What follows belongs to an exercise in optimizing a design on an open flow for small area; a production flow would make more cautious choices. At most, simulation tests tie the RTL to the original design; equivalence was not proved. Function not checked in run 2: the RTL went through the layout flow alone. No activity file was given, so power comes from the tool's default toggle rates.

==> flow/design.v <==
module fir_pipeline #(
    parameter DATA_WIDTH  = 24,
    parameter TAP_NUM     = 64,
    parameter COEFF_WIDTH = 26
)(
    input  logic                          clk,
    input  logic                          rst_n,
    input  logic                          in_valid,
    input  logic signed [DATA_WIDTH-1:0]  in_data,
    output logic                          out_valid,
    output logic signed [DATA_WIDTH+15:0] out_data
);
    localparam int NR = TAP_NUM - 2;    
    localparam int AW = 27;             
    localparam int LW = 13;             
    localparam int HW = AW - LW;        
    function automatic logic signed [COEFF_WIDTH-1:0] coeff(input integer k);
        case (k)
            0: coeff = 26'sd0;
            1: coeff = 26'sd137;
            2: coeff = -26'sd531;
            3: coeff = 26'sd51;
            4: coeff = 26'sd2256;
            5: coeff = -26'sd4368;
            6: coeff = 26'sd1756;
            7: coeff = 26'sd6984;
            8: coeff = -26'sd14653;
            9: coeff = 26'sd9000;
            10: coeff = 26'sd13355;
            11: coeff = -26'sd35455;
            12: coeff = 26'sd28671;
            13: coeff = 26'sd17439;
            14: coeff = -26'sd70614;
            15: coeff = 26'sd71227;
            16: coeff = 26'sd10121;
            17: coeff = -26'sd121666;
            18: coeff = 26'sd150813;
            19: coeff = -26'sd25292;
            20: coeff = -26'sd185871;
            21: coeff = 26'sd286953;
            22: coeff = -26'sd117772;
            23: coeff = -26'sd255456;
            24: coeff = 26'sd515868;
            25: coeff = -26'sd327817;
            26: coeff = -26'sd318777;
            27: coeff = 26'sd953354;
            28: coeff = -26'sd866001;
            29: coeff = -26'sd363288;
            30: coeff = 26'sd2439282;
            31: coeff = -26'sd4406275;
            32: coeff = 26'sd21990352;
            33: coeff = -26'sd4406275;
            34: coeff = 26'sd2439282;
            35: coeff = -26'sd363288;
            36: coeff = -26'sd866001;
            37: coeff = 26'sd953354;
            38: coeff = -26'sd318777;
            39: coeff = -26'sd327817;
            40: coeff = 26'sd515868;
            41: coeff = -26'sd255456;
            42: coeff = -26'sd117772;
            43: coeff = 26'sd286953;
            44: coeff = -26'sd185871;
            45: coeff = -26'sd25292;
            46: coeff = 26'sd150813;
            47: coeff = -26'sd121666;
            48: coeff = 26'sd10121;
            49: coeff = 26'sd71227;
            50: coeff = -26'sd70614;
            51: coeff = 26'sd17439;
            52: coeff = 26'sd28671;
            53: coeff = -26'sd35455;
            54: coeff = 26'sd13355;
            55: coeff = 26'sd9000;
            56: coeff = -26'sd14653;
            57: coeff = 26'sd6984;
            58: coeff = 26'sd1756;
            59: coeff = -26'sd4368;
            60: coeff = 26'sd2256;
            61: coeff = 26'sd51;
            62: coeff = -26'sd531;
            63: coeff = 26'sd137;
            default: coeff = '0;
        endcase
    endfunction
    function automatic logic signed [COEFF_WIDTH-1:0] fold_coeff(input logic [4:0] i);
        fold_coeff = coeff(i + 1);
    endfunction
    function automatic logic [LW:0] add_lo(input logic [LW-1:0] a, input logic [LW-1:0] b,
                                          input logic ci);
        logic c;
        c = ci;
        for (int i = 0; i < LW; i++) begin
            add_lo[i] = a[i] ^ b[i] ^ c;
            c = (a[i] & b[i]) | (c & (a[i] ^ b[i]));
        end
        add_lo[LW] = c;
    endfunction
    function automatic logic [HW-1:0] add_hi(input logic [HW-1:0] a, input logic [HW-1:0] b,
                                            input logic ci);
        logic c;
        c = ci;
        for (int i = 0; i < HW; i++) begin
            add_hi[i] = a[i] ^ b[i] ^ c;
            c = (a[i] & b[i]) | (c & (a[i] ^ b[i]));
        end
    endfunction
    logic [DATA_WIDTH-1:0] ring [0:NR-1];    
    logic [DATA_WIDTH-1:0] buf_q;            
    logic [5:0]  v;
    logic [4:0]  j;       
    logic        busy;
    logic        pend;
    logic        clr;
    logic        ov;
    logic [AW-1:0] acc;
    logic        cs;
    wire [DATA_WIDTH-1:0] head = ring[NR-1];
    wire [DATA_WIDTH-1:0] head_rot = {head[0], head[DATA_WIDTH-1:1]};
    always_ff @(posedge clk) begin
        ring[0] <= busy ? buf_q : (clr ? '0 : head);
        for (int i = 1; i < NR; i++) ring[i] <= ring[i-1];
        buf_q <= (head_rot & {DATA_WIDTH{busy}}) | (in_data & {DATA_WIDTH{~busy & in_valid}})
               | (buf_q & {DATA_WIDTH{~busy & ~in_valid}});
    end
    localparam logic [AW-1:0] FIX = AW'(2) - (AW'(1) << 24);
    wire last_pass = (j == 5'd23);
    wire tail      = (j == 5'd24);
    wire act       = busy & ~tail;
    wire bit_in    = (head[0] ^ last_pass) & act;
    wire [4:0] fi  = v[4:0] ^ {5{v[5]}};
    wire [AW-1:0] coef = AW'(fold_coeff(fi));
    wire [AW-1:0] term = (coef & {AW{bit_in}}) | (FIX & {AW{tail}});
    wire first = (v == 6'd0) & act;
    wire shift = first & (j != 5'd0);
    wire keep  = ~first & ~clr;
    wire [LW-1:0] lo = acc[LW-1:0];
    wire [HW-1:0] hi = acc[AW-1:LW];
    wire [LW-1:0] lo_base = ({hi[0] ^ cs, lo[LW-1:1]} & {LW{shift}}) | (lo & {LW{keep}});
    wire [HW-1:0] hi_base = ({hi[HW-1], hi[HW-1:1]} & {HW{shift}}) | (hi & {HW{keep}});
    wire hc  = cs & (keep | (shift & hi[0]));
    wire [LW:0]   lo_sum = add_lo(lo_base, term[LW-1:0], 1'b0);
    wire [HW-1:0] hi_sum = add_hi(hi_base, term[AW-1:LW], hc);
    always_ff @(posedge clk) begin
        acc <= {hi_sum, lo_sum[LW-1:0]};
        cs  <= lo_sum[LW];
    end
    always_ff @(posedge clk or negedge rst_n) begin
        if (!rst_n) begin
            v    <= '0;
            j    <= '0;
            busy <= 1'b0;
            pend <= 1'b0;
            clr  <= 1'b1;
            ov   <= 1'b0;
        end else begin
            ov <= in_valid;
            if (in_valid) pend <= 1'b1;
            if (!busy) begin
                v <= (v == 6'd62) ? 6'd0 : (v == 6'd31) ? 6'd33 : v + 6'd1;
                if (v == 6'd62) begin
                    clr <= 1'b0;
                    if (pend && !clr) begin
                        busy <= 1'b1;
                        pend <= 1'b0;
                    end
                end
            end else if (tail) begin
                busy <= 1'b0;
                j    <= '0;
                v    <= 6'd2;
            end else begin
                v <= (v == 6'd31) ? 6'd33 : v + 6'd1;
                if (v == 6'd63) j <= j + 5'd1;
            end
        end
    end
    assign out_valid = ov;
    assign out_data  = {{(DATA_WIDTH+16-(AW-1)){acc[AW-1]}}, acc[AW-1:1]};
endmodule
==> flow/flow/run.sh <==
#!/bin/bash
# Standard ORFS layout (the standard.sh) with these changes:
#  - synthesis maps with our own ABC script (flow/abc_area.script, used as
#    ORFS's area script; ABC_AREA is set in config.mk)
#  - extra don't-use cells: sky130_fd_sc_hd__ha_1 sky130_fd_sc_hd__ha_2 sky130_fd_sc_hd__ha_4
#  - clock tree synthesis without dummy loads, with our buffer and clustering
#  - port buffers use buf_1
# Each tool's output is in orfs/logs; make's output is in standard.log.
set -euo pipefail
rm -rf scripts_local
cp -r "$FLOW_HOME/scripts" scripts_local
cp flow/abc_area.script scripts_local/abc_area.script
cat > config_local.mk <<EOC
include $PWD/config.mk
export SCRIPTS_DIR = $PWD/scripts_local
export CTS_ARGS = -sink_clustering_enable -repair_clock_nets -dont_use_dummy_load -buf_list sky130_fd_sc_hd__clkbuf_8 -sink_clustering_size 22 -sink_clustering_max_diameter 80
export BUFFER_PORTS_ARGS = -buffer_cell sky130_fd_sc_hd__buf_1
export DONT_USE_CELLS += sky130_fd_sc_hd__ha_1 sky130_fd_sc_hd__ha_2 sky130_fd_sc_hd__ha_4
EOC
sed "s#DESIGN_CONFIG=[^ ]*#DESIGN_CONFIG=$PWD/config_local.mk#" standard.sh > standard_local.sh
bash standard_local.sh > standard.log 2>&1
==> flow/flow/abc_area.script <==
strash
&get -n
&deepsyn -J 300 -S 1
&put
&get -n
&dch
&nf -R 1000
&put
topo
stime -c
==> flow/standard.sh <==
#!/bin/bash
# synth_recipe.tcl (not shown) runs the flow's synth.tcl, then flattens the netlist and writes it again
# the make line also repeats each setting of config.mk as NAME=value (left out here)
make -C /OpenROAD-flow-scripts/flow DESIGN_CONFIG=/design/flow/config.mk WORK_HOME=/design/flow/orfs CLKGATE_MAP_FILE= SYNTH_SCRIPT=/design/flow/synth_recipe.tcl "${@:-finish}"
==> flow/config.mk <==
export PLATFORM = sky130hd
export DESIGN_NAME = fir_pipeline
export DESIGN_NICKNAME = fir_pipeline
export VERILOG_FILES = /design/flow/design.v
export SDC_FILE = /design/flow/constraint.sdc
export NUM_CORES = 8
export LEC_CHECK = 0
export ABC_AREA = 1
export CAP_MARGIN = 20
export CELL_PAD_IN_SITES_GLOBAL_PLACEMENT = 1
export CORE_MARGIN = 2
export CORE_UTILIZATION = 50
export SLEW_MARGIN = 20
==> flow/constraint.sdc <==
create_clock -name core_clock -period 10.0 [get_ports {clk}]
set_input_delay 2.0000 -clock core_clock [delete_from_list [all_inputs] [get_ports {clk}]]
set_output_delay 2.0000 -clock core_clock [all_outputs]
set_load 0.01 [all_outputs]
==> key figures, run 1 <==
Yosys
  • Syn Area/Cell: 17.4 sq um
  • Fraction of registers with async set/reset: 0.965%
  • Seq/Total Area, Yosys: 91.8%
  • Ys flop type: dfxtp_1
  • Synth warn: 2
  • Syn nets: 2011
  • Synth top area share: 90.7%
  • Flip-flop and latch count after synthesis: 1555
  • Top cells by area, synth: dfxtp_1, fa_1, dfrtp_1
  • Number of synthesized flops with an enable pin: 0
  • Netlist Area Pre-Place: 34000 sq um
  • Largest area contributor in the netlist: dfxtp_1
  • Cells after Synth: 1959
  • Yosys cell types: 40

Detailed routing
  • Initial drt markers: 859
  • Antenna Violating Nets Remaining: 0
  • Via-per-instance ratio: 4.34
  • WL/cell: 13.4 um
  • DRC errors left: 0
  • Via Count: 12786
  • Total Wirelength: 39400 um
  • DRT Pass-1 Iters: 8

Global route
  • First-pass GRT wire length: 65300 um
  • Vias in the first global route: 12473
  • Total GRT Usage: 11.5%
  • Antenna violations before repair: 3
  • Largest net degree at the start of global routing: 60
  • Grt ovf: 0

Critical path
  • Worst setup SP type: register
  • Crit-path cells: xnor2_1, nand3_1, nand2_1, nor2b_1, a21oi_1, nor2b_1, o41ai_1, a31oi_1, nand2b_1, fa_1, clkinv_1, fa_1, fa_1, fa_1, fa_1, fa_1, fa_1, fa_1, fa_1, fa_1, clkinv_1, fa_1, clkinv_1, fa_1
  • CP Buf/Inv Count: 3
  • Most used cell, CP: fa_1
  • Largest delay contributor family on the critical path: adder cells
  • Critical path class: register to register
  • Crit path arrival time: 9.53 ns
  • Crit-path max FO: 12
  • Slowest stage delay, CP: 0.80 ns
  • Worst Setup End Kind: register
  • Slowest stage cell, crit path: xnor2_1
  • CP required: 10.56 ns

Clocking
  • Post-CTS Setup Bufs: 0
  • Clock buffer depth: 3
  • Clock buffer count from CTS: 81
  • H-tree depth: 3
  • CTS Root Cell: clkbuf_8
  • CTS tree: done
  • Clock Sinks: 1555
  • Clk Latency, worst-skew pair: 0.69 ns
  • Clock slew seen by the registers of the worst setup and hold paths: 0.12 ns
  • Cts-stage hold buffer count: 0
  • PostCTS Resize Cnt: 0

STA
  • Fin worst setup slack: 1.03 ns
  • Ratio of final minimum period to clock period: 89.7%
  • Max-slew violation count: 0
  • Final Critical Period: 8.97 ns
  • WHS: 0.308 ns
  • Max_slew headroom: 38.1%
  • Max Freq: 0.112 GHz
  • # setup viols final: 0
  • Worst slew pin tran: 0.921 ns
  • Setup TNS: 0 ns
  • RSZ-0062 raised after global routing: no
  • Final Hold Viols: 0
  • Layout Skew: 0.0542 ns

Power
  • Pwr dens: 237 nW/um^2
  • Sw frac: 19.0%
  • Flop pwr share: 72.4%
  • Switch Pwr: 1.63 mW
  • Clk pwr share: 27.3%
  • Cell internal pwr: 6.95 mW
  • Combinational share of power: 0.3%
  • Max VDD drop: 0.121 mV
  • Leakage: 14.2 nW

Finish
  • Fin nets: 2127
  • Ratio of cells with drive above 1 in the final layout: 4.53%
  • Fill cells: 5447
  • Post-layout util: 53.8%
  • Layout Area Growth over Synthesis: 6.55%

Floorplanning
  • Die height: 265 um
  • CORE AREA: 67300 sq um
  • Die ar.: 70100 sq um
  • Initial Util: 50.5%
  • Die width: 265 um
  • Cell row count: 95
  • # IOs: 68

Run status
  • Status: timing/DRC/antenna clean

Placement
  • Placement Setup Slack: 1.23 ns
  • Port bufs: 67
  • DP HPWL: 20700 um
  • GP Congestion: 0.939

Worst hold path
  • Worst hold path type: register to register

Flow run
  • Max-cap violations: 0
## kinds of logic after synthesis
group           synth area share, %
compound gates                 3.24
xor+xnor                      0.438
fa+ha+maj                      1.47
buf+inv                        1.27
flops                          91.8
simple gates                   1.79
## power by group through the flow
stage | registers, mW | logic, mW | clock network (mW)
3_5_place_dp | 6.35 | 0.0237 | 0
5_1_grt | 6.21 | 0.0261 | 2.70
2_1_floorplan | 6.35 | 0.0112 | 0
4_1_cts | 6.21 | 0.0240 | 2.48
6_report | 6.21 | 0.0231 | 2.34
3_3_place_gp | 6.35 | 0.0234 | 0
## final timing paths
path                         startpoint            to  slack (ns)  cells after the start
setup / recovery                   v[0]       acc[12]        1.03                     24
hold / removal             ring[53][12]  ring[54][12]        0.31                      0
setup reg to reg                   v[0]       acc[12]        1.03                     24
hold reg to reg            ring[53][12]  ring[54][12]        0.31                      0
max in group asynchronous         rst_n          busy        7.93                      1
min in group asynchronous         rst_n          v[5]        1.44                      1
## cell usage in the layout (no fill, tap or decap), drive strengths merged, types with 2 or more instances in the layout
cell	instances
a21oi	30
o211ai	5
a22oi	20
clkinv	35
nand4	3
xor2	10
dfrtp	14
nand2b	2
a22o	36
and2	7
dfxtp	1540
nor3	10
a31oi	7
fa	25
nor2b	4
xnor2	7
nor2	37
buf	73
o31ai	2
clkbuf	81
nand3	11
diode	2
o21ai	25
nand2	48
or2	3
a222oi	18
a21o	2
and3	4
## cell usage after synthesis, types with 2 or more instances
library cell / number
or2_0: 3
fa_1: 25
nand4_1: 3
a21o_1: 2
o211ai_1: 5
a22oi_1: 20
o21ai_0: 25
nor2_1: 37
dfrtp_1: 14
nand3_1: 11
a31oi_1: 7
a22o_1: 36
a21oi_1: 30
and2_0: 7
nand2b_1: 2
o31ai_1: 2
dfxtp_1: 1540
buf_4: 40
a222oi_1: 18
clkinv_1: 35
nor3_1: 10
nor2b_1: 4
nand2_1: 48
xnor2_1: 7
and3_1: 4
xor2_1: 10
## flip-flops by register name, summed over array words and instances, names as in the netlist
signal / flops
ring: 1488
acc: 27
buf_q: 24
v: 6
j: 5
busy: 1
clr: 1
cs: 1
ov: 1
pend: 1
## metrics by stage
| step | power (mW) | cells | instance area, sq um |
|---|---|---|---|
| floorplan | 6.36 | 1959 | 34000 |
| global placement | 6.37 | 2865 | 35100 |
| detailed placement | 6.37 | 2865 | 35100 |
| CTS | 8.72 | 2946 | 36200 |
| global route | 8.94 | 2948 | 36200 |
| finish | 8.57 | 2948 | 36200 |
## per-layer routing
| layer | track usage [%] | share of wire (%) |
|---|---|---|
| met5 | 0 | 0.020 |
| met4 | 4.90 | 3.1 |
| met3 | 3.07 | 5.7 |
| met2 | 15.4 | 38 |
| met1 | 17.5 | 53 |
## area by class of cell
class	count	area (sq um)	area share (%)
Antenna cell	2	5.00	0.0138
Sequential cell	1555	31200	86.1
Timing Repair Buffer	73	297	0.819
Inverter	35	131	0.363
Clock buffer	81	1110	3.08
Multi-Input combinational cell	329	2380	6.56
Tap cell	873	1090	3.02
==> inputs of run 2 (changes only) <==
--- a/flow/design.v
+++ b/flow/design.v
@@ -113,8 +113,9 @@
     logic        pend;
     logic        clr;
     logic        ov;
-    logic [AW-1:0] acc;
+    logic [AW-1:0] acc_n;    
     logic        cs;
+    wire  [AW-1:0] acc = ~acc_n;
     wire [DATA_WIDTH-1:0] head = ring[NR-1];
     wire [DATA_WIDTH-1:0] head_rot = {head[0], head[DATA_WIDTH-1:1]};
     always_ff @(posedge clk) begin
@@ -142,7 +143,7 @@
     wire [LW:0]   lo_sum = add_lo(lo_base, term[LW-1:0], 1'b0);
     wire [HW-1:0] hi_sum = add_hi(hi_base, term[AW-1:LW], hc);
     always_ff @(posedge clk) begin
-        acc <= {hi_sum, lo_sum[LW-1:0]};
+        acc_n <= ~{hi_sum, lo_sum[LW-1:0]};
         cs  <= lo_sum[LW];
     end
     always_ff @(posedge clk or negedge rst_n) begin
--- a/flow/flow/run.sh
+++ b/flow/flow/run.sh
@@ -1,11 +1,14 @@
 #!/bin/bash
-# Standard ORFS layout (the standard.sh) with these changes:
-#  - synthesis maps with our own ABC script (flow/abc_area.script, used as
-#    ORFS's area script; ABC_AREA is set in config.mk)
-#  - extra don't-use cells: sky130_fd_sc_hd__ha_1 sky130_fd_sc_hd__ha_2 sky130_fd_sc_hd__ha_4
-#  - clock tree synthesis without dummy loads, with our buffer and clustering
-#  - port buffers use buf_1
-# Each tool's output is in orfs/logs; make's output is in standard.log.
+# The standard ORFS layout (the standard.sh, same synthesis script and
+# steps), with these changes:
+#  - ABC maps the logic with flow/abc_area.script (ORFS's area script slot;
+#    ABC_AREA is set in config.mk): deep AIG synthesis, then area mapping.
+#  - half adder cells are not used (they are left as gates for ABC).
+#  - clock tree synthesis: clkbuf_8 clusters of at most 22 sinks, 80 um
+#    diameter, no dummy loads.
+#  - port buffers are buf_1 (every port still gets its own buffer).
+# Every tool writes its full log to orfs/logs/...; make's output goes to
+# standard.log in this folder.
 set -euo pipefail
 rm -rf scripts_local
 cp -r "$FLOW_HOME/scripts" scripts_local
==> key figures, run 2 <==
Finish
  • Most frequent cells in the layout: dfxtp_1, clkbuf_8, buf_1, clkinv_1, nand2_1 (was dfxtp_1, clkbuf_8, buf_1, nand2_1, a22o_1)
  • Fin cells: 2990 (was 2948)
  • Fill cells: 5388 (was 5447)
  • Final instance area: 36300 sq um (was 36200 sq um)
  • Max reg flops: 1488 (unchanged)
  • Commonest non-fill, non-tap cell in the layout: dfxtp_1 (unchanged)
  • Layout Area Growth over Synthesis: 7.11% (was 6.55%)
  • Ratio of cells with drive above 1 in the final layout: 4.35% (was 4.53%)
  • Fin nets: 2170 (was 2127)
  • Largest regs: ring x1488, acc_n x27, buf_q x24 (was ring x1488, acc x27, buf_q x24)
  • Biggest register: ring (unchanged)

Detailed routing
  • Via Count: 12965 (was 12786)
  • DRT Pass-1 Iters: 12 (was 8)
  • DRC errors left: 0 (unchanged)
  • Total Wirelength: 39700 um (was 39400 um)
  • Via-per-instance ratio: 4.34 (about the same)
  • Initial drt markers: 734 (was 859)
  • WL/cell: 13.3 um (was 13.4 um)
  • Antenna Violating Nets Remaining: 0 (unchanged)

Placement
  • Cell area after placement: 35200 sq um (was 35100 sq um)
  • GP Congestion: 1.01 (was 0.939)
  • Placed cells: 2908 (was 2865)
  • DP HPWL: 21200 um (was 20700 um)
  • Port bufs: 67 (unchanged)

Yosys
  • Seq/Total Area, Yosys: 92.0% (was 91.8%)
  • Syn nets: 2028 (was 2011)
  • Cells after Synth: 1976 (was 1959)
  • Number of synthesized flops with an enable pin: 0 (unchanged)
  • Synth top area share: 90.9% (was 90.7%)
  • Synth cell count leaders: dfxtp_1, clkinv_1, nand2_1, nor2_1, a21oi_1 (was dfxtp_1, nand2_1, buf_4, nor2_1, a22o_1)
  • Ys flop type: dfxtp_1 (unchanged)
  • Mux contribution to synthesized area: 0% (unchanged)
  • Largest family of logic cells by synthesized area: compound AO/OA/AOI/OAI gates (unchanged)
  • Largest area contributor in the netlist: dfxtp_1 (unchanged)
  • Post-synthesis simple-gate area fraction: 1.82% (was 1.79%)
  • Fraction of registers with async set/reset: 0.965% (unchanged)
  • Adder-Cell Fraction of Synth Area: 1.48% (was 1.47%)
  • Flip-flop and latch count after synthesis: 1555 (unchanged)
  • Most common cell in the netlist: dfxtp_1 (unchanged)
  • Netlist Area Pre-Place: 33900 sq um (was 34000 sq um)
  • Synth warn: 2 (unchanged)
  • Syn Area/Cell: 17.2 sq um (was 17.4 sq um)
  • Yosys cell types: 39 (was 40)
  • Complex-gate fraction of the synthesized area: 3.15% (was 3.24%)
  • XOR/XNOR Fraction of Synth Area: 0.465% (was 0.438%)
  • Top cells by area, synth: dfxtp_1, fa_1, dfrtp_1 (unchanged)

Global route
  • Antenna violations before repair: 1 (was 3)
  • First-pass GRT wire length: 67000 um (was 65300 um)
  • Grt ovf: 0 (unchanged)
  • Vias in the first global route: 12919 (was 12473)
  • Total GRT Usage: 11.8% (was 11.5%)
  • Largest net degree at the start of global routing: 56 (was 60)

Critical path
  • FF-to-FF setup slack: 0.72 ns (was 1.03 ns)
  • R2R depth: 24 (unchanged)
  • Crit-path max FO: 14 (was 12)
  • Crit path arrival time: 9.86 ns (was 9.53 ns)
  • Reg-to-Reg End: acc_n[26] (was acc[12])
  • Critical R2R Launch: v[5] (was v[0])
  • Slowest stage delay, CP: 0.69 ns (was 0.80 ns)
  • Critical path class: register to register (unchanged)
  • Largest delay contributor family on the critical path: adder cells (unchanged)
  • Worst setup SP type: register (unchanged)
  • Most used cell, CP: fa_1 (unchanged)
  • CP required: 10.58 ns (was 10.56 ns)
  • Worst Setup End Kind: register (unchanged)
  • Slowest stage cell, crit path: dfrtp_1 (was xnor2_1)
  • Crit-path cells: xor2_1, nand2_1, nor2_1, nand3_1, nand2_1, a221oi_1, a21oi_1, nor2_1, fa_1, fa_1, fa_1, fa_1, fa_1, fa_1, fa_1, fa_1, fa_1, fa_1, fa_1, fa_1, clkinv_1, fa_1, xor2_1, xnor2_1 (was xnor2_1, nand3_1, nand2_1, nor2b_1, a21oi_1, nor2b_1, o41ai_1, a31oi_1, nand2b_1, fa_1, clkinv_1, fa_1, fa_1, fa_1, fa_1, fa_1, fa_1, fa_1, fa_1, fa_1, clkinv_1, fa_1, clkinv_1, fa_1)
  • CP Buf/Inv Count: 1 (was 3)

STA
  • RSZ-0062 raised after global routing: no (unchanged)
  • Setup TNS: 0 ns (unchanged)
  • Max Freq: 0.108 GHz (was 0.112 GHz)
  • Final Hold Viols: 0 (unchanged)
  • Worst slew pin tran: 0.922 ns (was 0.921 ns)
  • Max-slew violation count: 0 (unchanged)
  • Final Critical Period: 9.28 ns (was 8.97 ns)
  • Layout Skew: 0.0833 ns (was 0.0542 ns)
  • # setup viols final: 0 (unchanged)
  • Ratio of final minimum period to clock period: 92.8% (was 89.7%)
  • Max_slew headroom: 38.3% (was 38.1%)
  • WHS: 0.270 ns (was 0.308 ns)

Floorplanning
  • CORE AREA: 67200 sq um (was 67300 sq um)
  • Die height: 264 um (was 265 um)
  • Cell row count: 95 (unchanged)
  • Initial Util: 50.5% (about the same)
  • Die width: 264 um (was 265 um)
  • # IOs: 68 (unchanged)
  • Die ar.: 69900 sq um (was 70100 sq um)

Power
  • Leakage: 14.2 nW (about the same)
  • Total power: 8.57 mW (about the same)
  • Pwr dens: 236 nW/um^2 (was 237 nW/um^2)
  • Max VDD drop: 0.138 mV (was 0.121 mV)

Clocking
  • Clock Sinks: 1555 (unchanged)
  • CTS tree: done (unchanged)
  • Cts-stage hold buffer count: 0 (unchanged)
  • CTS Root Cell: clkbuf_8 (unchanged)
  • Clock slew seen by the registers of the worst setup and hold paths: 0.12 ns (about the same)
  • Clk Latency, worst-skew pair: 0.69 ns (about the same)
  • Clock buffer count from CTS: 81 (unchanged)
  • PostCTS Resize Cnt: 0 (unchanged)
  • Post-CTS Setup Bufs: 0 (unchanged)
  • Clock buffer depth: 3 (unchanged)
  • H-tree depth: 3 (unchanged)

Worst hold path
  • Hold worst-path end: ring[38][18] (was ring[54][12])
  • Hold Path Stages: 0 (unchanged)
  • Hold Crit Start: ring[37][18] (was ring[53][12])
  • Worst hold path type: register to register (unchanged)

Flow run
  • Max-cap violations: 0 (unchanged)

Run status
  • Status: timing/DRC/antenna clean (unchanged)
[run 2: changes by cell type after synthesis, sizes merged, moves of 6 or more]
cell,change
buf,-26
a222oi,-6
clkinv,+31
a22o,-12
o22ai,+24
nand2,+16
[run 2: worst max path at each step]
stage,slack (ns),endpoint,from,cells past startpoint
floorplan,1.65,acc_n[26],v[5],24
global placement,1.03,acc_n[12],v[5],27
detailed placement,0.90,acc_n[26],v[5],24
CTS,0.89,acc_n[26],v[5],24
global route,0.19,acc_n[26],v[5],24
finish,0.72,acc_n[26],v[5],24
[run 2: power by group]
group          internal, mW  leakage [nW]  switching [mW]  total [mW]
registers              6.20          12.6         0.00609        6.21
clock network         0.738         0.582            1.60        2.34
logic               0.00893          1.04          0.0137      0.0226
[run 2: final cells by class]
| cell class | count | area [sq um] | share of cell area, % |
|---|---|---|---|
| inverter | 66 | 248 | 0.682 |
| timing repair buffer | 73 | 297 | 0.817 |
| clock buffer | 81 | 1110 | 3.07 |
| sequential | 1555 | 31200 | 85.9 |
| tap | 873 | 1090 | 3.01 |
| antenna | 1 | 2.50 | 0.00689 |
| multi-input combinational | 341 | 2350 | 6.48 |
[run 2: cells by family after synthesis]
family / Yosys count
flip-flops: 1555
buffers and inverters: 80
XOR/XNOR: 18
adder cells (fa/ha/maj): 25
AND/OR/NAND/NOR: 143
AO/OA/AOI/OAI: 155
[run 2: metrics by stage]
stage	setup WS (ns)	utilization, %
2_1_floorplan	1.65	-
4_1_cts	0.885	54.1
5_1_grt	0.189	54.1
3_3_place_gp	1.03	52.4
6_report	0.717	54.1
3_5_place_dp	0.901	52.4
[run 2: metal layers]
metal | vias up | wire [um] | GRT usage [%] | part of all wire (%)
li1 | 6481 | - | - | -
met1 | 6037 | 21100 | 17.8 | 53
met2 | 303 | 14800 | 16.0 | 37
met3 | 144 | 2330 | 3.40 | 5.9
met4 | 0 | 1400 | 4.28 | 3.5
met5 | - | 0 | 0 | 0
==> inputs of run 3 (changes only) <==
--- a/flow/design.v
+++ b/flow/design.v
@@ -113,9 +113,8 @@
     logic        pend;
     logic        clr;
     logic        ov;
-    logic [AW-1:0] acc_n;    
+    logic [AW-1:0] acc;
     logic        cs;
-    wire  [AW-1:0] acc = ~acc_n;
     wire [DATA_WIDTH-1:0] head = ring[NR-1];
     wire [DATA_WIDTH-1:0] head_rot = {head[0], head[DATA_WIDTH-1:1]};
     always_ff @(posedge clk) begin
@@ -143,7 +142,7 @@
     wire [LW:0]   lo_sum = add_lo(lo_base, term[LW-1:0], 1'b0);
     wire [HW-1:0] hi_sum = add_hi(hi_base, term[AW-1:LW], hc);
     always_ff @(posedge clk) begin
-        acc_n <= ~{hi_sum, lo_sum[LW-1:0]};
+        acc <= {hi_sum, lo_sum[LW-1:0]};
         cs  <= lo_sum[LW];
     end
     always_ff @(posedge clk or negedge rst_n) begin
==> key figures, run 3 <==
Placement
  • GP Congestion: 0.939 (was 1.01)
  • DP HPWL: 20700 um (was 21200 um)
  • Placement Setup Slack: 1.23 ns (was 0.901 ns)
  • Port bufs: 67 (unchanged)

Finish
  • Fin nets: 2127 (was 2170)
  • Largest regs: ring x1488, acc x27, buf_q x24 (was ring x1488, acc_n x27, buf_q x24)
  • Layout Area Growth over Synthesis: 6.55% (was 7.11%)
  • Max reg flops: 1488 (unchanged)
  • Biggest register: ring (unchanged)
  • Ratio of cells with drive above 1 in the final layout: 4.53% (was 4.35%)
  • Commonest non-fill, non-tap cell in the layout: dfxtp_1 (unchanged)
  • Most frequent cells in the layout: dfxtp_1, clkbuf_8, buf_1, nand2_1, a22o_1 (was dfxtp_1, clkbuf_8, buf_1, clkinv_1, nand2_1)
  • Fill cells: 5447 (was 5388)

Yosys
  • Number of synthesized flops with an enable pin: 0 (unchanged)
  • Netlist Area Pre-Place: 34000 sq um (was 33900 sq um)
  • Most common cell in the netlist: dfxtp_1 (unchanged)
  • Syn nets: 2011 (was 2028)
  • Seq/Total Area, Yosys: 91.8% (was 92.0%)
  • Largest area contributor in the netlist: dfxtp_1 (unchanged)
  • Syn Area/Cell: 17.4 sq um (was 17.2 sq um)
  • Top cells by area, synth: dfxtp_1, fa_1, dfrtp_1 (unchanged)
  • Fraction of registers with async set/reset: 0.965% (unchanged)
  • Cells after Synth: 1959 (was 1976)
  • Flip-flop and latch count after synthesis: 1555 (unchanged)
  • Synth cell count leaders: dfxtp_1, nand2_1, buf_4, nor2_1, a22o_1 (was dfxtp_1, clkinv_1, nand2_1, nor2_1, a21oi_1)
  • Synth top area share: 90.7% (was 90.9%)
  • Ys flop type: dfxtp_1 (unchanged)
  • Synth warn: 2 (unchanged)
  • Yosys cell types: 40 (was 39)

Detailed routing
  • DRT Pass-1 Iters: 8 (was 12)
  • Via Count: 12786 (was 12965)
  • Total Wirelength: 39400 um (was 39700 um)
  • Initial drt markers: 859 (was 734)
  • WL/cell: 13.4 um (was 13.3 um)
  • DRC errors left: 0 (unchanged)
  • Antenna Violating Nets Remaining: 0 (unchanged)
  • Via-per-instance ratio: 4.34 (about the same)

STA
  • Fin worst setup slack: 1.03 ns (was 0.717 ns)
  • Worst slew pin tran: 0.921 ns (was 0.922 ns)
  • Ratio of final minimum period to clock period: 89.7% (was 92.8%)
  • Setup TNS: 0 ns (unchanged)
  • WHS: 0.308 ns (was 0.270 ns)
  • RSZ-0062 raised after global routing: no (unchanged)
  • Max-slew violation count: 0 (unchanged)
  • Layout Skew: 0.0542 ns (was 0.0833 ns)
  • Final Critical Period: 8.97 ns (was 9.28 ns)
  • Final Hold Viols: 0 (unchanged)
  • # setup viols final: 0 (unchanged)
  • Max_slew headroom: 38.1% (was 38.3%)
  • Max Freq: 0.112 GHz (was 0.108 GHz)

Floorplanning
  • CORE AREA: 67300 sq um (was 67200 sq um)
  • Die ar.: 70100 sq um (was 69900 sq um)
  • # IOs: 68 (unchanged)
  • Die width: 265 um (was 264 um)
  • Die height: 265 um (was 264 um)
  • Initial Util: 50.5% (about the same)
  • Cell row count: 95 (unchanged)

Clocking
  • CTS tree: done (unchanged)
  • H-tree depth: 3 (unchanged)
  • Post-CTS Setup Bufs: 0 (unchanged)
  • Cts-stage hold buffer count: 0 (unchanged)
  • CTS Root Cell: clkbuf_8 (unchanged)
  • Clk Latency, worst-skew pair: 0.69 ns (about the same)
  • PostCTS Resize Cnt: 0 (unchanged)
  • Clock buffer count from CTS: 81 (unchanged)
  • Clock slew seen by the registers of the worst setup and hold paths: 0.12 ns (about the same)
  • Clock Sinks: 1555 (unchanged)
  • Clock buffer depth: 3 (unchanged)

Flow run
  • Max-cap violations: 0 (unchanged)

Power
  • Pwr dens: 237 nW/um^2 (was 236 nW/um^2)
  • Max VDD drop: 0.121 mV (was 0.138 mV)
  • Leakage: 14.2 nW (about the same)

Critical path
  • Worst setup SP type: register (unchanged)
  • Largest delay contributor family on the critical path: adder cells (unchanged)
  • CP Buf/Inv Count: 3 (was 1)
  • Crit path arrival time: 9.53 ns (was 9.86 ns)
  • Critical path class: register to register (unchanged)
  • Slowest stage delay, CP: 0.80 ns (was 0.69 ns)
  • CP required: 10.56 ns (was 10.58 ns)
  • Most used cell, CP: fa_1 (unchanged)
  • Crit-path max FO: 12 (was 14)
  • Crit-path cells: xnor2_1, nand3_1, nand2_1, nor2b_1, a21oi_1, nor2b_1, o41ai_1, a31oi_1, nand2b_1, fa_1, clkinv_1, fa_1, fa_1, fa_1, fa_1, fa_1, fa_1, fa_1, fa_1, fa_1, clkinv_1, fa_1, clkinv_1, fa_1 (was xor2_1, nand2_1, nor2_1, nand3_1, nand2_1, a221oi_1, a21oi_1, nor2_1, fa_1, fa_1, fa_1, fa_1, fa_1, fa_1, fa_1, fa_1, fa_1, fa_1, fa_1, fa_1, clkinv_1, fa_1, xor2_1, xnor2_1)
  • Slowest stage cell, crit path: xnor2_1 (was dfrtp_1)
  • Worst Setup End Kind: register (unchanged)

Global route
  • Largest net degree at the start of global routing: 60 (was 56)
  • Total GRT Usage: 11.5% (was 11.8%)
  • Vias in the first global route: 12473 (was 12919)
  • Antenna violations before repair: 3 (was 1)
  • Grt ovf: 0 (unchanged)
  • First-pass GRT wire length: 65300 um (was 67000 um)

Worst hold path
  • Worst hold path type: register to register (unchanged)

Run status
  • Status: timing/DRC/antenna clean (unchanged)
## run 3: cell types whose count changed after synthesis, sizes merged, moves of 3 or more
| cell | previous run | this run |
|---|---|---|
| a222oi | 12 | 18 |
| a22o | 24 | 36 |
| a22oi | 16 | 20 |
| a31oi | 10 | 7 |
| and2 | 4 | 7 |
| buf | 14 | 40 |
| clkinv | 66 | 35 |
| nand2 | 64 | 48 |
| nor3 | 13 | 10 |
| o211ai | 1 | 5 |
| o21ai | 20 | 25 |
| o22ai | 24 | 0 |
## run 3: area by class of cell
type	instances	area, sq um	share of cell area (%)
antenna	2	5.00	0.0138
sequential	1555	31200	86.1
tap	873	1090	3.02
clock buffer	81	1110	3.08
multi-input combinational	329	2380	6.56
timing repair buffer	73	297	0.819
inverter	35	131	0.363
## run 3: stage by stage
step	utilization (%)	total power, mW	cells	instance area (sq um)
2_1_floorplan	-	6.36	1959	34000
3_3_place_gp	52.2	6.37	2865	35100
3_5_place_dp	52.2	6.37	2865	35100
4_1_cts	53.8	8.72	2946	36200
5_1_grt	53.8	8.94	2948	36200
6_report	53.8	8.57	2948	36200
## run 3: final timing paths
path	slack (ns)	cells after the start	from	endpoint
max	1.03	24	v[0]	acc[12]
max reg2reg	1.03	24	v[0]	acc[12]
min in group asynchronous	1.44	1	rst_n	v[5]
min reg2reg	0.31	0	ring[53][12]	ring[54][12]
min	0.31	0	ring[53][12]	ring[54][12]
max in group asynchronous	7.93	1	rst_n	busy
## run 3: where the power goes
part,internal (mW),switching [mW],total [mW]
combinational,0.00894,0.0142,0.0231
sequential,6.20,0.00503,6.21
clock,0.738,1.61,2.34
## run 3: worst register-to-register path, cell delays in order, from the launching register on
cell	delay, ns
dfrtp_1	0.53
xnor2_1	0.80
nand3_1	0.33
nand2_1	0.24
nor2b_1	0.65
a21oi_1	0.17
nor2b_1	0.20
o41ai_1	0.38
a31oi_1	0.14
nand2b_1	0.17
fa_1	0.19
clkinv_1	0.09
fa_1	0.45
fa_1	0.47
fa_1	0.47
fa_1	0.48
fa_1	0.47
fa_1	0.47
fa_1	0.46
fa_1	0.46
fa_1	0.43
clkinv_1	0.07
fa_1	0.17
clkinv_1	0.08
fa_1	0.52
## run 3: routing by layer
layer	vias to the layer above	routed length [um]	global-route usage, %
met5	-	8	0
met4	2	1210	4.90
li1	6401	-	-
met2	276	15100	15.4
met1	5982	20800	17.5
met3	125	2240	3.07
## run 3: logic make-up (layout without fill, tap and decap cells)
logic type / count (synthesis) / in the layout / synth area share, %
AOI/OAI and AO/OA: 153 / 153 / 3.24
buffers and inverters: 75 / 189 / 1.27
DFF: 1555 / 1555 / 91.8
xor gates and xnor gates: 17 / 17 / 0.438
other: 0 / 2 / 0
adders and majority gates: 25 / 25 / 1.47
and+or+nand+nor: 134 / 134 / 1.79
==> inputs of run 4 (changes only) <==
--- a/flow/config.mk
+++ b/flow/config.mk
@@ -6,8 +6,8 @@
 export NUM_CORES = 8
 export LEC_CHECK = 0
 export ABC_AREA = 1
-export CAP_MARGIN = 20
+export CAP_MARGIN = 0
 export CELL_PAD_IN_SITES_GLOBAL_PLACEMENT = 1
 export CORE_MARGIN = 2
 export CORE_UTILIZATION = 50
-export SLEW_MARGIN = 20
+export SLEW_MARGIN = 0
==> key figures, run 4 <==
STA
  • Setup TNS: 0 ns (unchanged)
  • Max_slew headroom: 38.1% (unchanged)
  • Layout Skew: 0.0542 ns (unchanged)
  • Final Critical Period: 8.97 ns (unchanged)
  • Max-slew violation count: 0 (unchanged)
  • WHS: 0.308 ns (unchanged)
  • Max Freq: 0.112 GHz (unchanged)
  • # setup viols final: 0 (unchanged)
  • Ratio of final minimum period to clock period: 89.7% (unchanged)
  • RSZ-0062 raised after global routing: no (unchanged)
  • Worst slew pin tran: 0.921 ns (unchanged)
  • Fin worst setup slack: 1.03 ns (unchanged)
  • Final Hold Viols: 0 (unchanged)

Yosys
  • Cells after Synth: 1959 (unchanged)
  • Largest area contributor in the netlist: dfxtp_1 (unchanged)
  • Yosys cell types: 40 (unchanged)
  • Fraction of registers with async set/reset: 0.965% (unchanged)
  • Ys flop type: dfxtp_1 (unchanged)
  • Number of synthesized flops with an enable pin: 0 (unchanged)
  • Syn Area/Cell: 17.4 sq um (unchanged)
  • Most common cell in the netlist: dfxtp_1 (unchanged)
  • Synth cell count leaders: dfxtp_1, nand2_1, buf_4, nor2_1, a22o_1 (unchanged)
  • Synth warn: 2 (unchanged)
  • Seq/Total Area, Yosys: 91.8% (unchanged)
  • Netlist Area Pre-Place: 34000 sq um (unchanged)
  • Synth top area share: 90.7% (unchanged)
  • Syn nets: 2011 (unchanged)
  • Top cells by area, synth: dfxtp_1, fa_1, dfrtp_1 (unchanged)
  • Flip-flop and latch count after synthesis: 1555 (unchanged)

Global route
  • Total GRT Usage: 11.5% (unchanged)
  • Grt ovf: 0 (unchanged)
  • Antenna violations before repair: 3 (unchanged)
  • Largest net degree at the start of global routing: 60 (unchanged)
  • Vias in the first global route: 12473 (unchanged)
  • First-pass GRT wire length: 65300 um (unchanged)

Critical path
  • Worst setup SP type: register (unchanged)
  • Worst Setup End Kind: register (unchanged)
  • Critical path class: register to register (unchanged)
  • CP required: 10.56 ns (about the same)
  • Crit-path max FO: 12 (unchanged)
  • Crit path arrival time: 9.53 ns (about the same)

Power
  • Max VDD drop: 0.121 mV (unchanged)
  • Pwr dens: 237 nW/um^2 (unchanged)
  • Leakage: 14.2 nW (unchanged)

Finish
  • Post-layout util: 53.8% (unchanged)
  • Most frequent cells in the layout: dfxtp_1, clkbuf_8, buf_1, nand2_1, a22o_1 (unchanged)
  • Fill cells: 5447 (unchanged)
  • Biggest register: ring (unchanged)
  • Max reg flops: 1488 (unchanged)
  • Ratio of cells with drive above 1 in the final layout: 4.53% (unchanged)
  • Largest regs: ring x1488, acc x27, buf_q x24 (unchanged)
  • Commonest non-fill, non-tap cell in the layout: dfxtp_1 (unchanged)
  • Fin nets: 2127 (unchanged)
  • Layout Area Growth over Synthesis: 6.55% (unchanged)

Clocking
  • CTS Root Cell: clkbuf_8 (unchanged)
  • H-tree depth: 3 (unchanged)
  • Clk Latency, worst-skew pair: 0.69 ns (about the same)
  • Clock buffer depth: 3 (unchanged)
  • Clock buffer count from CTS: 81 (unchanged)
  • Cts-stage hold buffer count: 0 (unchanged)
  • Clock slew seen by the registers of the worst setup and hold paths: 0.12 ns (about the same)
  • Post-CTS Setup Bufs: 0 (unchanged)
  • Clock Sinks: 1555 (unchanged)
  • PostCTS Resize Cnt: 0 (unchanged)
  • CTS tree: done (unchanged)

Detailed routing
  • Initial drt markers: 859 (unchanged)
  • Routed wl met2: 15100 um (unchanged)
  • Top Layer Used: met5 (unchanged)
  • Via Count: 12786 (unchanged)
  • WL/cell: 13.4 um (unchanged)
  • Total Wirelength: 39400 um (unchanged)
  • WL met1: 20800 um (unchanged)
  • Antenna Violating Nets Remaining: 0 (unchanged)
  • Via-per-instance ratio: 4.34 (unchanged)
  • DRT Pass-1 Iters: 8 (unchanged)
  • Routed wl met3: 2240 um (unchanged)
  • DRC errors left: 0 (unchanged)

Placement
  • Placement Setup Slack: 1.23 ns (unchanged)
  • Port bufs: 67 (unchanged)
  • GP Congestion: 0.939 (unchanged)
  • DP HPWL: 20700 um (unchanged)

Floorplanning
  • Die ar.: 70100 sq um (unchanged)
  • Die height: 265 um (unchanged)
  • Die width: 265 um (unchanged)
  • Cell row count: 95 (unchanged)
  • CORE AREA: 67300 sq um (unchanged)
  • Initial Util: 50.5% (unchanged)
  • # IOs: 68 (unchanged)

Flow run
  • Max-cap violations: 0 (unchanged)

Run status
  • Status: timing/DRC/antenna clean (unchanged)

Worst hold path
  • Worst hold path type: register to register (unchanged)
[run 4: cell counts in the layout (fill, tap and decap cells not counted)]
No cell type changed its count.
[run 4: critical path, stage by stage (launching register included)]
cell      delay [ns]
dfrtp_1         0.53
xnor2_1         0.80
nand3_1         0.33
nand2_1         0.24
nor2b_1         0.65
a21oi_1         0.16
nor2b_1         0.20
o41ai_1         0.38
a31oi_1         0.14
nand2b_1        0.17
fa_1            0.19
clkinv_1        0.09
fa_1            0.45
fa_1            0.47
fa_1            0.47
fa_1            0.48
fa_1            0.47
fa_1            0.47
fa_1            0.46
fa_1            0.46
fa_1            0.43
clkinv_1        0.07
fa_1            0.17
clkinv_1        0.08
fa_1            0.52
[run 4: cell type report]
type	count	area, sq um	area share, %
diodes	2	5.00	0.0138
clock buffers	81	1110	3.08
inverters	35	131	0.363
multi-input cells	329	2380	6.56
flip-flops and latches	1555	31200	86.1
well taps	873	1090	3.02
repair buffers	73	297	0.819
[run 4: final timing paths]
path	start	to	cells after the start	slack [ns]
setup reg to reg	v[0]	acc[12]	24	1.03
setup / recovery	v[0]	acc[12]	24	1.03
min in group asynchronous	rst_n	v[5]	1	1.44
max in group asynchronous	rst_n	busy	1	7.93
hold reg to reg	ring[53][12]	ring[54][12]	0	0.31
hold / removal	ring[53][12]	ring[54][12]	0	0.31
[run 4: power breakdown]
part           total [mW]  switching, mW  internal (mW)
Clock                2.34           1.61          0.738
Combinational      0.0231         0.0142        0.00894
Sequential           6.21        0.00503           6.20
Total                8.57           1.63           6.95
[run 4: cell families (layout without fill, tap and decap cells)]
logic type               Yosys count  after routing  synth area share [%]
flip-flops                      1555           1555                  91.8
buffers and inverters             75            189                  1.27
AO/OA/AOI/OAI                    153            153                  3.24
XOR/XNOR                          17             17                 0.438
other                              0              2                     0
adder cells (fa/ha/maj)           25             25                  1.47
AND/OR/NAND/NOR                  134            134                  1.79
[run 4: through the flow]
stage	cell area [sq um]	power [mW]	cells
detailed placement	35100	6.37	2865
global placement	35100	6.37	2865
CTS	36200	8.72	2946
floorplan	34000	6.36	1959
global route	36200	8.94	2948
finish	36200	8.57	2948
[run 4: per-layer routing]
layer / global-route usage [%] / vias to the layer above
li1: - / 6401
met1: 17.5 / 5982
met2: 15.4 / 276
met3: 3.07 / 125
met4: 4.90 / 2
met5: 0 / -
==> inputs of run 5 (changes only) <==
--- a/flow/flow/run.sh
+++ b/flow/flow/run.sh
@@ -16,7 +16,7 @@
 cat > config_local.mk <<EOC
 include $PWD/config.mk
 export SCRIPTS_DIR = $PWD/scripts_local
-export CTS_ARGS = -sink_clustering_enable -repair_clock_nets -dont_use_dummy_load -buf_list sky130_fd_sc_hd__clkbuf_8 -sink_clustering_size 22 -sink_clustering_max_diameter 80
+export CTS_ARGS = -sink_clustering_enable -repair_clock_nets -dont_use_dummy_load -buf_list sky130_fd_sc_hd__clkbuf_8 -sink_clustering_size 22 -sink_clustering_max_diameter 80 -root_buf sky130_fd_sc_hd__clkbuf_16 -tree_buf sky130_fd_sc_hd__clkbuf_16
 export BUFFER_PORTS_ARGS = -buffer_cell sky130_fd_sc_hd__buf_1
 export DONT_USE_CELLS += sky130_fd_sc_hd__ha_1 sky130_fd_sc_hd__ha_2 sky130_fd_sc_hd__ha_4
 EOC
--- a/flow/config.mk
+++ b/flow/config.mk
@@ -6,8 +6,8 @@
 export NUM_CORES = 8
 export LEC_CHECK = 0
 export ABC_AREA = 1
-export CAP_MARGIN = 0
+export CAP_MARGIN = 20
 export CELL_PAD_IN_SITES_GLOBAL_PLACEMENT = 1
 export CORE_MARGIN = 2
 export CORE_UTILIZATION = 50
-export SLEW_MARGIN = 0
+export SLEW_MARGIN = 20
==> key figures, run 5 <==
Placement
  • GP Congestion: 0.939 (unchanged)
  • Placement Setup Slack: 1.23 ns (unchanged)
  • Port bufs: 67 (unchanged)
  • DP HPWL: 20700 um (unchanged)

Detailed routing
  • Via Count: 12804 (was 12786)
  • Top Layer Used: met5 (unchanged)
  • Routed wl met3: 2180 um (was 2240 um)
  • DRC errors left: 0 (unchanged)
  • WL met1: 20800 um (about the same)
  • Total Wirelength: 39300 um (was 39400 um)
  • WL/cell: 13.3 um (was 13.4 um)
  • Antenna Violating Nets Remaining: 0 (unchanged)
  • Routed wl met2: 15000 um (was 15100 um)
  • DRT Pass-1 Iters: 8 (unchanged)
  • Via-per-instance ratio: 4.35 (was 4.34)
  • Initial drt markers: 864 (was 859)

Clocking
  • H-tree depth: 3 (unchanged)
  • Cts-stage hold buffer count: 0 (unchanged)
  • Clock buffer depth: 3 (unchanged)
  • CTS tree: done (unchanged)
  • Clock slew seen by the registers of the worst setup and hold paths: 0.12 ns (about the same)
  • Clk Latency, worst-skew pair: 0.58 ns (was 0.69 ns)
  • PostCTS Resize Cnt: 0 (unchanged)
  • CTS Root Cell: clkbuf_16 (was clkbuf_8)
  • Clock buffer count from CTS: 81 (unchanged)
  • Post-CTS Setup Bufs: 0 (unchanged)
  • Clock Sinks: 1555 (unchanged)

STA
  • WHS: 0.316 ns (was 0.308 ns)
  • RSZ-0062 raised after global routing: no (unchanged)
  • Max-slew violation count: 0 (unchanged)
  • Layout Skew: 0.0457 ns (was 0.0542 ns)
  • Final Hold Viols: 0 (unchanged)
  • Setup TNS: 0 ns (unchanged)
  • Ratio of final minimum period to clock period: 89.9% (was 89.7%)
  • Max Freq: 0.111 GHz (was 0.112 GHz)
  • Final Critical Period: 8.99 ns (was 8.97 ns)
  • Worst slew pin tran: 0.929 ns (was 0.921 ns)
  • # setup viols final: 0 (unchanged)
  • Max_slew headroom: 38.0% (was 38.1%)
  • Fin worst setup slack: 1.01 ns (was 1.03 ns)

Flow run
  • Max-cap violations: 0 (unchanged)

Power
  • Max VDD drop: 0.122 mV (was 0.121 mV)
  • Pwr dens: 239 nW/um^2 (was 237 nW/um^2)
  • Leakage: 14.2 nW (about the same)
  • Total power: 8.67 mW (was 8.57 mW)

Yosys
  • Synth warn: 2 (unchanged)
  • Most common cell in the netlist: dfxtp_1 (unchanged)
  • Synth cell count leaders: dfxtp_1, nand2_1, buf_4, nor2_1, a22o_1 (unchanged)
  • Yosys cell types: 40 (unchanged)
  • Top cells by area, synth: dfxtp_1, fa_1, dfrtp_1 (unchanged)
  • Flip-flop and latch count after synthesis: 1555 (unchanged)
  • Syn nets: 2011 (unchanged)
  • Syn Area/Cell: 17.4 sq um (unchanged)
  • Ys flop type: dfxtp_1 (unchanged)
  • Synth top area share: 90.7% (unchanged)
  • Number of synthesized flops with an enable pin: 0 (unchanged)
  • Seq/Total Area, Yosys: 91.8% (unchanged)
  • Netlist Area Pre-Place: 34000 sq um (unchanged)
  • Fraction of registers with async set/reset: 0.965% (unchanged)
  • Cells after Synth: 1959 (unchanged)
  • Largest area contributor in the netlist: dfxtp_1 (unchanged)

Floorplanning
  • CORE AREA: 67300 sq um (unchanged)
  • # IOs: 68 (unchanged)
  • Die ar.: 70100 sq um (unchanged)
  • Initial Util: 50.5% (unchanged)
  • Die height: 265 um (unchanged)
  • Die width: 265 um (unchanged)
  • Cell row count: 95 (unchanged)

Finish
  • Biggest register: ring (unchanged)
  • Largest regs: ring x1488, acc x27, buf_q x24 (unchanged)
  • Commonest non-fill, non-tap cell in the layout: dfxtp_1 (unchanged)
  • Antenna Cells: 0 (was 2)
  • Fin nets: 2127 (unchanged)
  • Layout Area Growth over Synthesis: 6.83% (was 6.55%)
  • Fill cells: 5428 (was 5447)
  • Max reg flops: 1488 (unchanged)
  • Post-layout util: 54.0% (was 53.8%)
  • Ratio of cells with drive above 1 in the final layout: 4.53% (unchanged)
  • Most frequent cells in the layout: dfxtp_1, clkbuf_8, buf_1, nand2_1, a22o_1 (unchanged)

Run status
  • Status: timing/DRC/antenna clean (unchanged)

Global route
  • First-pass GRT wire length: 65300 um (about the same)
  • Vias in the first global route: 12474 (was 12473)
  • Largest net degree at the start of global routing: 60 (unchanged)
  • Grt ovf: 0 (unchanged)
  • Antenna violations before repair: 2 (was 3)
  • Total GRT Usage: 11.5% (about the same)

Critical path
  • Critical path class: register to register (unchanged)
  • Critical R2R Launch: v[0] (unchanged)
  • Worst setup SP type: register (unchanged)
  • Critical Path Source: v[0] (unchanged)
  • CP required: 10.42 ns (was 10.56 ns)
  • Crit-path max FO: 12 (unchanged)
  • Crit path arrival time: 9.42 ns (was 9.53 ns)
  • Worst Setup End Kind: register (unchanged)

Worst hold path
  • Hold Crit Start: ring[36][8] (was ring[53][12])
  • Worst hold path type: register to register (unchanged)
run 5: changes by cell type in the layout (fill, tap and decap cells not counted):
| cell | previous run | this run |
|---|---|---|
| clkbuf_8 | 81 | 72 |
| diode_2 | 2 | 0 |
| clkbuf_16 | 0 | 9 |
run 5: worst paths after layout:
| kind | end | slack (ns) | cells past startpoint |
|---|---|---|---|
| setup / recovery | acc[12] | 1.01 | 24 |
| hold / removal | ring[37][8] | 0.32 | 0 |
| setup reg to reg | acc[12] | 1.01 | 24 |
| hold reg to reg | ring[37][8] | 0.32 | 0 |
| max in group asynchronous | busy | 7.85 | 1 |
| min in group asynchronous | ov | 1.51 | 1 |
run 5: layout make-up:
type                    instances  area [sq um]  share of cell area [%]
multi-input cells             329          2380                    6.55
repair buffers                 73           297                   0.816
inverters                      35           131                   0.362
flip-flops and latches       1555         31200                    85.9
well taps                     873          1090                    3.01
clock buffers                  81          1220                    3.35
run 5: cell families after synthesis:
logic type / after synthesis / synth area share, %
xor gates and xnor gates: 17 / 0.438
buffers and inverters: 75 / 1.27
AOI/OAI and AO/OA: 153 / 3.24
and+or+nand+nor: 134 / 1.79
DFF: 1555 / 91.8
adders and majority gates: 25 / 1.47
run 5: where the power goes:
part | internal [mW] | leakage, nW | total, mW | switching [mW]
sequential | 6.20 | 12.6 | 6.21 | 0.00503
clock | 0.823 | 0.629 | 2.44 | 1.62
combinational | 0.00894 | 1.02 | 0.0231 | 0.0141
run 5: critical path: stages, from the launching register on:
cell      delay [ns]
dfrtp_1         0.53
xnor2_1         0.79
nand3_1         0.31
nand2_1         0.24
nor2b_1         0.67
a21oi_1         0.16
nor2b_1         0.20
o41ai_1         0.41
a31oi_1         0.15
nand2b_1        0.17
fa_1            0.19
clkinv_1        0.09
fa_1            0.45
fa_1            0.46
fa_1            0.47
fa_1            0.48
fa_1            0.47
fa_1            0.47
fa_1            0.46
fa_1            0.46
fa_1            0.43
clkinv_1        0.07
fa_1            0.17
clkinv_1        0.08
fa_1            0.46
run 5: metal layers:
layer	up-vias	track usage [%]
met4	2	5.04
met5	-	0
met2	290	15.5
met1	5981	17.5
li1	6401	-
met3	130	2.96
run 5: stage by stage:
stage	instance area (sq um)	instances
2_1_floorplan	34000	1959
3_3_place_gp	35100	2865
3_5_place_dp	35100	2865
4_1_cts	36300	2946
5_1_grt	36300	2946
6_report	36300	2946

==> what the ideal ports hide <==
Ports are ideal in the flow. The routed layouts listed here were re-timed in OpenROAD.
Step 1, drivers: a clkbuf_16 drives clk and a buf_2 each remaining input, both assumed.
Step 2 also shifts input and output timing later by t, the mid clock arrival at the registers, as if the neighbouring blocks saw the same clock.
Three values: ideal ports, drivers, drivers and shift; two values: the first two.
run | t, ns | setup slack, ns | latest minus earliest clock arrival (ns)
run 1 | 0.704 | 1.033 / 1.033 / 1.033 | 0.082 / 0.082
run 2 | 0.697 | 0.717 / 0.717 / 0.717 | 0.102 / 0.102
run 3 | 0.704 | 1.033 / 1.033 / 1.033 | 0.082 / 0.082
run 4 | 0.704 | 1.033 / 1.033 / 1.033 | 0.082 / 0.082
run 5 | 0.635 | 1.008 / 1.008 / 1.008 | 0.071 / 0.071
After both steps every run listed still meets setup and hold.
